Source: an optimization exercise on an open RTL-to-GDS flow (aim: small area, a short achievable clock period and few clock cycles per item). Production flows keep margins and buffers that such runs may drop.
At most, simulation tests tie the RTL to the original design; equivalence was not proved.

==> job 428: inputs <==
==> flow/design.v <==
module div_control (
    input  logic       clk,
    input  logic       rst_n,
    input  logic       valid_in,
    input  logic       ready_in,
    input  logic       last,      
    input  logic       none,      
    output logic       load,
    output logic       step,
    output logic       ready_out,
    output logic       valid_out
);
    localparam logic [1:0] IDLE = 2'd0, ITER = 2'd2, DONE = 2'd3;
    logic [1:0] state, next_state;
    always_ff @(posedge clk or negedge rst_n) begin
        if (!rst_n)
            state <= IDLE;
        else
            state <= next_state;
    end
    assign ready_out = (state == IDLE) || ((state == DONE) && ready_in);
    assign load      = ready_out && valid_in;
    assign step      = (state == ITER);
    assign valid_out = (state == DONE);
    always_comb begin
        next_state = state;
        case (state)
            IDLE:    if (valid_in) next_state = none ? DONE : ITER;
            ITER:    if (last) next_state = DONE;
            DONE:    if (ready_in) next_state = valid_in ? (none ? DONE : ITER) : IDLE;
            default: next_state = IDLE;
        endcase
    end
endmodule
module div_datapath (
    input  logic        clk,
    input  logic        load,
    input  logic        step,
    input  logic [31:0] dividend,
    input  logic [31:0] divisor,
    output logic        last,
    output logic        none,
    output logic [31:0] quotient,
    output logic [31:0] remainder
);
    logic [31:0] d;       
    logic [31:0] rem;     
    logic [31:0] q;       
    logic [4:0]  cnt;     
    function automatic logic [31:0] smear(input logic [31:0] x);
        logic [31:0] t;
        t = x;
        t = t | (t >> 1);
        t = t | (t >> 2);
        t = t | (t >> 4);
        t = t | (t >> 8);
        t = t | (t >> 16);
        smear = t;
    endfunction
    function automatic logic [4:0] enc(input logic [31:0] x);
        logic [4:0] p;
        p = 5'd0;
        for (int i = 0; i < 32; i++)
            if (x[i]) p = p | 5'(i);
        enc = p;
    endfunction
    logic [31:0] ta, tb;
    logic [4:0]  pa, pb, s;
    logic        bz;
    assign ta   = smear(dividend);
    assign tb   = smear(divisor);
    assign pa   = enc(ta & ~(ta >> 1));
    assign pb   = enc(tb & ~(tb >> 1));
    assign bz   = ~tb[0];
    assign none = bz | (|(tb & ~ta));
    assign s    = pa - pb;
    logic [31:0] sh [0:5];
    assign sh[0] = divisor;
    for (genvar i = 0; i < 5; i++) begin : g_sh
        assign sh[i+1] = s[i] ? (sh[i] << (1 << i)) : sh[i];
    end
    logic [32:0] diff;
    logic        qbit;
    assign diff = {1'b0, rem} - {1'b0, d};
    assign qbit = ~diff[32];
    always_ff @(posedge clk) begin
        if (load) begin
            d   <= sh[5];
            rem <= dividend;
            q   <= {32{bz}};
            cnt <= s;
        end else if (step) begin
            d   <= d >> 1;
            if (qbit) rem <= diff[31:0];
            q   <= {q[30:0], qbit};
            cnt <= cnt - 5'd1;
        end
    end
    assign last      = (cnt == 5'd0);
    assign quotient  = q;
    assign remainder = rem;
endmodule
module div_iterative (
    input  logic        clk,
    input  logic        rst_n,
    input  logic        valid_in,
    output logic        ready_out,
    input  logic [31:0] dividend,
    input  logic [31:0] divisor,
    output logic        valid_out,
    input  logic        ready_in,
    output logic [31:0] quotient,
    output logic [31:0] remainder
);
    logic load;
    logic step;
    logic last;
    logic none;
    div_control ctrl (
        .clk       (clk),
        .rst_n     (rst_n),
        .valid_in  (valid_in),
        .ready_in  (ready_in),
        .last      (last),
        .none      (none),
        .load      (load),
        .step      (step),
        .ready_out (ready_out),
        .valid_out (valid_out)
    );
    div_datapath data (
        .clk       (clk),
        .load      (load),
        .step      (step),
        .dividend  (dividend),
        .divisor   (divisor),
        .last      (last),
        .none      (none),
        .quotient  (quotient),
        .remainder (remainder)
    );
endmodule
==> flow/run.sh <==
#!/bin/bash
# synth_recipe.tcl (not shown) runs the flow's synth.tcl, then flattens the netlist and writes it again
# the make line also repeats each setting of config.mk as NAME=value (left out here)
make -C /OpenROAD-flow-scripts/flow DESIGN_CONFIG=/design/flow/config.mk WORK_HOME=/design/flow/orfs CLKGATE_MAP_FILE= SYNTH_SCRIPT=/design/flow/synth_recipe.tcl finish
==> flow/config.mk <==
export PLATFORM = sky130hd
export DESIGN_NAME = div_iterative
export DESIGN_NICKNAME = div_iterative
export VERILOG_FILES = /design/flow/design.v
export SDC_FILE = /design/flow/constraint.sdc
export NUM_CORES = 4
export LEC_CHECK = 0
export CAP_MARGIN = 20
export CORE_MARGIN = 2
export CORE_UTILIZATION = 40
export SLEW_MARGIN = 20
==> flow/constraint.sdc <==
create_clock -name core_clock -period 4.0 [get_ports {clk}]
set_input_delay 0.8000 -clock core_clock [delete_from_list [all_inputs] [get_ports {clk}]]
set_output_delay 0.8000 -clock core_clock [all_outputs]
set_load 0.01 [all_outputs]
==> job 4660 (differences from job 428) <==
==> flow/design.v, changed modules only <==
module div_control (
    input  logic       clk,
    input  logic       rst_n,
    input  logic       valid_in,
    input  logic       ready_in,
    input  logic       last,      
    input  logic       none,      
    output logic       load,
    output logic       align,
    output logic       step,
    output logic       ready_out,
    output logic       valid_out
);
    localparam logic [1:0] IDLE = 2'd0, ALIGN = 2'd1, ITER = 2'd2, DONE = 2'd3;
    logic [1:0] state, next_state;
    always_ff @(posedge clk or negedge rst_n) begin
        if (!rst_n)
            state <= IDLE;
        else
            state <= next_state;
    end
    assign ready_out = (state == IDLE) || ((state == DONE) && ready_in);
    assign load      = ready_out && valid_in;
    assign align     = (state == ALIGN);
    assign step      = (state == ITER);
    assign valid_out = (state == DONE);
    always_comb begin
        next_state = state;
        case (state)
            IDLE:  if (valid_in) next_state = none ? DONE : ALIGN;
            ALIGN: next_state = ITER;
            ITER:  if (last) next_state = DONE;
            DONE:  if (ready_in) next_state = valid_in ? (none ? DONE : ALIGN) : IDLE;
        endcase
    end
endmodule
module div_datapath (
    input  logic        clk,
    input  logic        load,
    input  logic        align,
    input  logic        step,
    input  logic [31:0] dividend,
    input  logic [31:0] divisor,
    output logic        last,
    output logic        none,
    output logic [31:0] quotient,
    output logic [31:0] remainder
);
    logic [31:0] d;       
    logic [31:0] rem;     
    logic [31:0] dq;      
    logic [5:0]  cnt;     
    logic        nar;     
    function automatic logic [5:0] bitlen(input logic [31:0] x);
        bitlen = 6'd0;
        for (int i = 0; i < 32; i++)
            if (x[i]) bitlen = 6'(i + 1);
    endfunction
    logic [5:0] wa, wb, k_in, k4_in;
    logic       nar_in, bz_in;
    assign wa     = bitlen(dividend);
    assign wb     = bitlen(divisor);
    assign bz_in  = (wb == 6'd0);
    assign none   = bz_in || (wb > wa);
    assign nar_in = (wb <= 6'd8);
    assign k_in   = wa - wb + 6'd1;
    assign k4_in  = nar_in ? ((k_in + 6'd3) & 6'b111100) : k_in;
    logic [31:0] rot, lowmask;
    logic [63:0] dd;
    assign dd      = {dq, dq} >> cnt[4:0];
    assign rot     = dd[31:0];
    assign lowmask = cnt[5] ? 32'd0 : (32'hFFFF_FFFF >> cnt[4:0]);
    logic [32:0] rs;
    logic [33:0] diff;
    logic        qbit;
    assign rs   = {rem, dq[31]};
    assign diff = {1'b0, rs} - {2'b0, d};
    assign qbit = ~diff[33];
    logic [7:0] nr [0:4];
    logic [3:0] nq;
    assign nr[0] = rem[7:0];
    for (genvar j = 0; j < 4; j++) begin : g_nar
        logic [8:0] nrs;
        logic [9:0] ndiff;
        assign nrs   = {nr[j], dq[31-j]};
        assign ndiff = {1'b0, nrs} - {2'b0, d[7:0]};
        assign nq[3-j] = ~ndiff[9];
        assign nr[j+1] = nq[3-j] ? ndiff[7:0] : nrs[7:0];
    end
    always_ff @(posedge clk) begin
        if (load) begin
            d   <= divisor;
            rem <= dividend;
            dq  <= none ? {32{bz_in}} : dividend;
            cnt <= k4_in;
            nar <= nar_in;
        end else if (align) begin
            rem <= rot & lowmask;
            dq  <= rot & ~lowmask;
        end else if (step) begin
            if (nar) begin
                rem <= {24'd0, nr[4]};
                dq  <= {dq[27:0], nq};
                cnt <= cnt - 6'd4;
            end else begin
                rem <= qbit ? diff[31:0] : rs[31:0];
                dq  <= {dq[30:0], qbit};
                cnt <= cnt - 6'd1;
            end
        end
    end
    assign last      = nar ? (cnt == 6'd4) : (cnt == 6'd1);
    assign quotient  = dq;
    assign remainder = rem;
endmodule
module div_iterative (
    input  logic        clk,
    input  logic        rst_n,
    input  logic        valid_in,
    output logic        ready_out,
    input  logic [31:0] dividend,
    input  logic [31:0] divisor,
    output logic        valid_out,
    input  logic        ready_in,
    output logic [31:0] quotient,
    output logic [31:0] remainder
);
    logic load;
    logic align;
    logic step;
    logic last;
    logic none;
    div_control ctrl (
        .clk       (clk),
        .rst_n     (rst_n),
        .valid_in  (valid_in),
        .ready_in  (ready_in),
        .last      (last),
        .none      (none),
        .load      (load),
        .align     (align),
        .step      (step),
        .ready_out (ready_out),
        .valid_out (valid_out)
    );
    div_datapath data (
        .clk       (clk),
        .load      (load),
        .align     (align),
        .step      (step),
        .dividend  (dividend),
        .divisor   (divisor),
        .last      (last),
        .none      (none),
        .quotient  (quotient),
        .remainder (remainder)
    );
endmodule
==> job 1679 (differences from job 428) <==
==> flow/design.v, changed modules only <==
module div_control (
    input  logic       clk,
    input  logic       rst_n,
    input  logic       valid_in,
    input  logic       ready_in,
    input  logic       last,      
    input  logic       none,      
    output logic       load,
    output logic       align,
    output logic       step,
    output logic       ready_out,
    output logic       valid_out
);
    localparam logic [1:0] IDLE = 2'd0, ALIGN = 2'd1, ITER = 2'd2, DONE = 2'd3;
    logic [1:0] state, next_state;
    always_ff @(posedge clk or negedge rst_n) begin
        if (!rst_n)
            state <= IDLE;
        else
            state <= next_state;
    end
    assign ready_out = (state == IDLE) || ((state == DONE) && ready_in);
    assign load      = ready_out && valid_in;
    assign align     = (state == ALIGN);
    assign step      = (state == ITER);
    assign valid_out = (state == DONE);
    always_comb begin
        next_state = state;
        case (state)
            IDLE:  if (valid_in) next_state = none ? DONE : ALIGN;
            ALIGN: next_state = ITER;
            ITER:  if (last) next_state = DONE;
            DONE:  if (ready_in) next_state = valid_in ? (none ? DONE : ALIGN) : IDLE;
        endcase
    end
endmodule
module div_datapath (
    input  logic        clk,
    input  logic        load,
    input  logic        align,
    input  logic        step,
    input  logic [31:0] dividend,
    input  logic [31:0] divisor,
    output logic        last,
    output logic        none,
    output logic [31:0] quotient,
    output logic [31:0] remainder
);
    logic [31:0] d;       
    logic [31:0] rem;     
    logic [31:0] q;       
    logic [4:0]  cnt;     
    logic [4:0]  pbr;     
    function automatic logic [4:0] lead(input logic [31:0] x);
        logic [15:0] v1; logic [15:0]     p1;
        logic [7:0]  v2; logic [7:0][1:0] p2;
        logic [3:0]  v3; logic [3:0][2:0] p3;
        logic [1:0]  v4; logic [1:0][3:0] p4;
        for (int i = 0; i < 16; i++) begin
            v1[i] = x[2*i+1] | x[2*i];
            p1[i] = x[2*i+1];
        end
        for (int i = 0; i < 8; i++) begin
            v2[i] = v1[2*i+1] | v1[2*i];
            p2[i] = v1[2*i+1] ? {1'b1, p1[2*i+1]} : {1'b0, p1[2*i]};
        end
        for (int i = 0; i < 4; i++) begin
            v3[i] = v2[2*i+1] | v2[2*i];
            p3[i] = v2[2*i+1] ? {1'b1, p2[2*i+1]} : {1'b0, p2[2*i]};
        end
        for (int i = 0; i < 2; i++) begin
            v4[i] = v3[2*i+1] | v3[2*i];
            p4[i] = v3[2*i+1] ? {1'b1, p3[2*i+1]} : {1'b0, p3[2*i]};
        end
        lead = v4[1] ? {1'b1, p4[1]} : {1'b0, p4[0]};
    endfunction
    function automatic logic [31:0] smear(input logic [31:0] x);
        logic [31:0] t;
        t = x;
        t = t | (t >> 1);
        t = t | (t >> 2);
        t = t | (t >> 4);
        t = t | (t >> 8);
        t = t | (t >> 16);
        smear = t;
    endfunction
    function automatic logic [4:0] sub5(input logic [4:0] x, input logic [4:0] y);
        logic [4:0] g, p, c;
        g = x & ~y;                  
        p = x ^ ~y;                  
        c[0] = 1'b1;
        c[1] = g[0] | p[0];
        c[2] = g[1] | (p[1] & g[0]) | (p[1] & p[0]);
        c[3] = g[2] | (p[2] & g[1]) | (p[2] & p[1] & g[0]) | (p[2] & p[1] & p[0]);
        c[4] = g[3] | (p[3] & g[2]) | (p[3] & p[2] & g[1]) | (p[3] & p[2] & p[1] & g[0])
             | (p[3] & p[2] & p[1] & p[0]);
        sub5 = p ^ c;
    endfunction
    logic [4:0]  pa, pb, s;
    logic        bz;
    assign pa   = lead(dividend);
    assign pb   = lead(divisor);
    assign bz   = (divisor == 32'd0);
    assign none = bz | (|(divisor & ~smear(dividend)));
    assign s    = sub5(cnt, pbr);
    logic [31:0] sh [0:5];
    assign sh[0] = d;
    for (genvar i = 0; i < 5; i++) begin : g_sh
        assign sh[i+1] = s[i] ? (sh[i] << (1 << i)) : sh[i];
    end
    logic [32:0] diff;
    logic        qbit;
    assign diff = {1'b0, rem} - {1'b0, d};
    assign qbit = ~diff[32];
    always_ff @(posedge clk) begin
        if (load) begin
            d   <= divisor;
            rem <= dividend;
            q   <= {32{bz}};
            cnt <= pa;
            pbr <= pb;
        end else if (align) begin
            d   <= sh[5];
            cnt <= s;
        end else if (step) begin
            d   <= d >> 1;
            if (qbit) rem <= diff[31:0];
            q   <= {q[30:0], qbit};
            cnt <= cnt - 5'd1;
        end
    end
    assign last      = (cnt == 5'd0);
    assign quotient  = q;
    assign remainder = rem;
endmodule
module div_iterative (
    input  logic        clk,
    input  logic        rst_n,
    input  logic        valid_in,
    output logic        ready_out,
    input  logic [31:0] dividend,
    input  logic [31:0] divisor,
    output logic        valid_out,
    input  logic        ready_in,
    output logic [31:0] quotient,
    output logic [31:0] remainder
);
    logic load;
    logic align;
    logic step;
    logic last;
    logic none;
    div_control ctrl (
        .clk       (clk),
        .rst_n     (rst_n),
        .valid_in  (valid_in),
        .ready_in  (ready_in),
        .last      (last),
        .none      (none),
        .load      (load),
        .align     (align),
        .step      (step),
        .ready_out (ready_out),
        .valid_out (valid_out)
    );
    div_datapath data (
        .clk       (clk),
        .load      (load),
        .align     (align),
        .step      (step),
        .dividend  (dividend),
        .divisor   (divisor),
        .last      (last),
        .none      (none),
        .quotient  (quotient),
        .remainder (remainder)
    );
endmodule
==> summary.txt <==
Job 1679 produced a clean layout. Job 428 finished with negative setup slack left. Job 4660 reached the layout checks and failed them: negative setup slack.
The highest maximum frequency belongs to job 1679, the lowest to job 4660.
The highest sequential share of layout area belongs to job 1679, the lowest to job 4660.
Of job 428 and job 4660, job 4660 has the higher clock skew (gap 0.0043 ns).
Setup slack: job 428 is better than job 4660 (2.3 ns).
Die area: job 428 < job 1679 < job 4660.
Between job 428 and job 4660, the lower synthesized cell count is in job 428 (gap 36%, measured against job 4660).
Utilization: job 4660 is lower than job 428 (3.0 points).
Against job 428, the first-iteration DRC count of job 1679 is larger by 36%.
Global-route usage: job 4660 > job 1679 > job 428.
Testbench counts of job 4660, summed over its fixed seeds: cycles 12,870, items 3,200.
Testbench counts of job 1679, summed over its fixed seeds: cycles 22,561, items 3,200.
Function not checked in job 428: the RTL went through the layout flow alone.

what the ideal ports hide:
The results above use ideal ports. As a check the final layouts listed here were re-extracted and re-timed, cells and wires unchanged. Step 1 (the two cells are an assumption about what drives the block):
set clk [get_ports {clk}]
set_driving_cell -lib_cell sky130_fd_sc_hd__clkbuf_16 $clk
set_driving_cell -lib_cell sky130_fd_sc_hd__buf_2 [delete_from_list [all_inputs] $clk]
Step 2 times the ports against the registers' clock, not the clock port: input delays grow and output delays shrink by t, the midpoint of the rising clock arrivals with the driver on. a / b / c = ideal / step 1 / step 2; a / b = the first two.
run | shift t [ns] | setup slack, ns | worst data-port slew with drivers (ns) | pins driven straight from the clock port
job 428 | 0.407 | -0.751 / -0.733 / -1.140 | 0.05 | 1
job 4660 | 0.419 | -3.060 / -3.060 / -3.060 | 0.05 | 1
job 1679 | 0.407 | 0.512 / 0.512 / 0.325 | 0.06 | 1
For job 428, which loses most, drivers alone change the setup slack by +0.018 ns; drivers and shift together by -0.389 ns.
